Source: an optimization exercise on an open RTL-to-GDS flow (aim: small area and a short achievable clock period). Production flows keep margins and buffers that such runs may drop.
Where RTL was checked, it was by simulation tests only, not by an equivalence proof against the original.
Power figures rest on the tool's default switching activity, not on a simulated workload.

==> inputs of 01-01 <==
==> flow/design.v (excerpt) <==
module neurona_capa_1(
    weight_0, weight_1, weight_2, weight_3, weight_4, weight_5, weight_6, weight_7, weight_8, weight_9, weight_10, weight_11, weight_12, weight_13, weight_14, weight_15, weight_16, weight_17, weight_18, weight_19, weight_20, weight_21, weight_22, weight_23, weight_24, weight_25, weight_26, weight_27, weight_28, weight_29, weight_30, weight_31, weight_32, weight_33, weight_34, weight_35, weight_36, weight_37, weight_38, weight_39, weight_40, weight_41, weight_42, weight_43, weight_44, weight_45, weight_46, weight_47, weight_48,
    pixel_0, pixel_1, pixel_2, pixel_3, pixel_4, pixel_5, pixel_6, pixel_7, pixel_8, pixel_9, pixel_10, pixel_11, pixel_12, pixel_13, pixel_14, pixel_15, pixel_16, pixel_17, pixel_18, pixel_19, pixel_20, pixel_21, pixel_22, pixel_23, pixel_24, pixel_25, pixel_26, pixel_27, pixel_28, pixel_29, pixel_30, pixel_31, pixel_32, pixel_33, pixel_34, pixel_35, pixel_36, pixel_37, pixel_38, pixel_39, pixel_40, pixel_41, pixel_42, pixel_43, pixel_44, pixel_45, pixel_46, pixel_47, pixel_48,
    clk, out
);
    input wire clk;
    input wire pixel_0;
    input wire pixel_1;
    input wire pixel_2;
    input wire pixel_3;
    input wire pixel_4;
    input wire pixel_5;
    input wire pixel_6;
    input wire pixel_7;
    input wire pixel_8;
    input wire pixel_9;
    input wire pixel_10;
    input wire pixel_11;
    input wire pixel_12;
    input wire pixel_13;
    input wire pixel_14;
    input wire pixel_15;
    input wire pixel_16;
    input wire pixel_17;
    input wire pixel_18;
    input wire pixel_19;
    input wire pixel_20;
    input wire pixel_21;
    input wire pixel_22;
    input wire pixel_23;
    input wire pixel_24;
    input wire pixel_25;
    input wire pixel_26;
    input wire pixel_27;
    input wire pixel_28;
    input wire pixel_29;
    input wire pixel_30;
    input wire pixel_31;
    input wire pixel_32;
    input wire pixel_33;
    input wire pixel_34;
    input wire pixel_35;
    input wire pixel_36;
    input wire pixel_37;
    input wire pixel_38;
    input wire pixel_39;
    input wire pixel_40;
    input wire pixel_41;
    input wire pixel_42;
    input wire pixel_43;
    input wire pixel_44;
    input wire pixel_45;
    input wire pixel_46;
    input wire pixel_47;
    input wire pixel_48;
  ...
==> module nmx, before the edit <==
module nmx(input wire s, input wire a, input wire b, output wire y);
    assign y = s ? b : a;
endmodule
==> module nmj, before the edit <==
module nmj(input wire a, input wire b, input wire c, output wire y);
    assign y = (a & b) | (a & c) | (b & c);
endmodule
export LEC_CHECK = 0
export ABC_AREA = 1
export CAP_MARGIN = 20
export CORE_MARGIN = 2
export CORE_UTILIZATION = 40
export SETUP_SLACK_MARGIN = 4.7
export SLEW_MARGIN = 20
export SYNTH_HIERARCHICAL = 1
export SYNTH_MINIMUM_KEEP_SIZE = 0
create_clock -name core_clock -period 8.0 [get_ports {clk}]
standard.sh (not shown) runs the stock make flow with config.mk's settings and CLKGATE_MAP_FILE= SYNTH_SCRIPT=/design/flow/synth_recipe.tcl, a recipe that flattens the netlist after the stock synthesis.
==> flow/flow/run.sh <==
#!/bin/bash
# Own layout flow: the standard flow (standard.sh, unchanged synthesis),
# except that the port buffers buffer_ports inserts are buf_1 cells rather
# than the default it picks; timing repair resizes them where needed.
set -euo pipefail
export BUFFER_PORTS_ARGS="-buffer_cell sky130_fd_sc_hd__buf_1"
bash standard.sh > standard.log 2>&1
==> inputs of 07-13, as changes to 01-01 <==
--- a/flow/design.v
+++ b/flow/design.v
@@ -1373,8 +1373,2 @@
 endmodule
-module nmx(input wire s, input wire a, input wire b, output wire y);
-    assign y = s ? b : a;
-endmodule
-module nmj(input wire a, input wire b, input wire c, output wire y);
-    assign y = (a & b) | (a & c) | (b & c);
-endmodule
 module nxn2(input wire a, input wire b, output wire y);
- ABC_AREA: 1 -> not set
- CTS_BUF_LIST: not set -> sky130_fd_sc_hd__clkbuf_4 sky130_fd_sc_hd__clkbuf_8
==> qor summary <==
                                                                                                01-01                    07-13
Setup slack of the most critical reg-to-reg path                                              4740 ps                  4720 ps
Data arrival, critical path                                                                   3560 ps                  3620 ps
Global-route track usage on met2                                                               54.13%                   52.92%
Time the worst path needs with I/O delays and setup                                           3335 ps                  3305 ps
Status                                                                        complete, no violations  complete, no violations
Power spent charging and discharging nets                                                    3.273 mW                 2.869 mW
Worst rel slew slack                                                                           78.23%                   79.73%
Final worst path period share                                                                  41.69%                   41.31%
Gp weighted congestion                                                                         0.9626                   0.9307
Number of design-rule violations left by the first detailed-router iteration                      498                      372
Synth Area in Simple Gates                                                                     23.03%                   13.97%
Detailed-route wire length per cell                                                          20.23 um                 22.52 um
Combinational cell power                                                                      5.12 mW                  5.06 mW
Launch instance of the worst register-to-register path                                         r1[44]                   r1[40]
Nets in the synthesized netlist                                                                  2158                     1722
Function not checked in 01-01: the RTL went through the layout flow alone.

-- re-timing with driven ports --
The results above use ideal ports. As a check the final layouts listed here were re-extracted and re-timed, cells and wires unchanged.
Step 1 (the two cells are an assumption about what drives the block):
set clk [get_ports {clk}]
set_driving_cell -lib_cell sky130_fd_sc_hd__clkbuf_16 $clk
set_driving_cell -lib_cell sky130_fd_sc_hd__buf_2 [delete_from_list [all_inputs] $clk]
Step 2 times the ports against the registers' clock, not the clock port: input delays grow and output delays shrink by t, the midpoint of the rising clock arrivals with the driver on.
a / b / c = ideal / step 1 / step 2; a / b = the first two.
run | t (ns) | slack for setup (ns) | hold slack, ns | worst setup path after step 2
01-01 | 0.401 | 4.665 / 4.684 / 4.283 | 0.525 / 0.525 / 0.525 | input to register
07-13 | 0.408 | 4.695 / 4.707 / 4.299 | 0.524 / 0.524 / 0.524 | input to register
After both steps every run listed still meets setup and hold. For 07-13, which loses most, drivers alone change the setup slack by +0.012 ns; drivers and shift together by -0.396 ns.
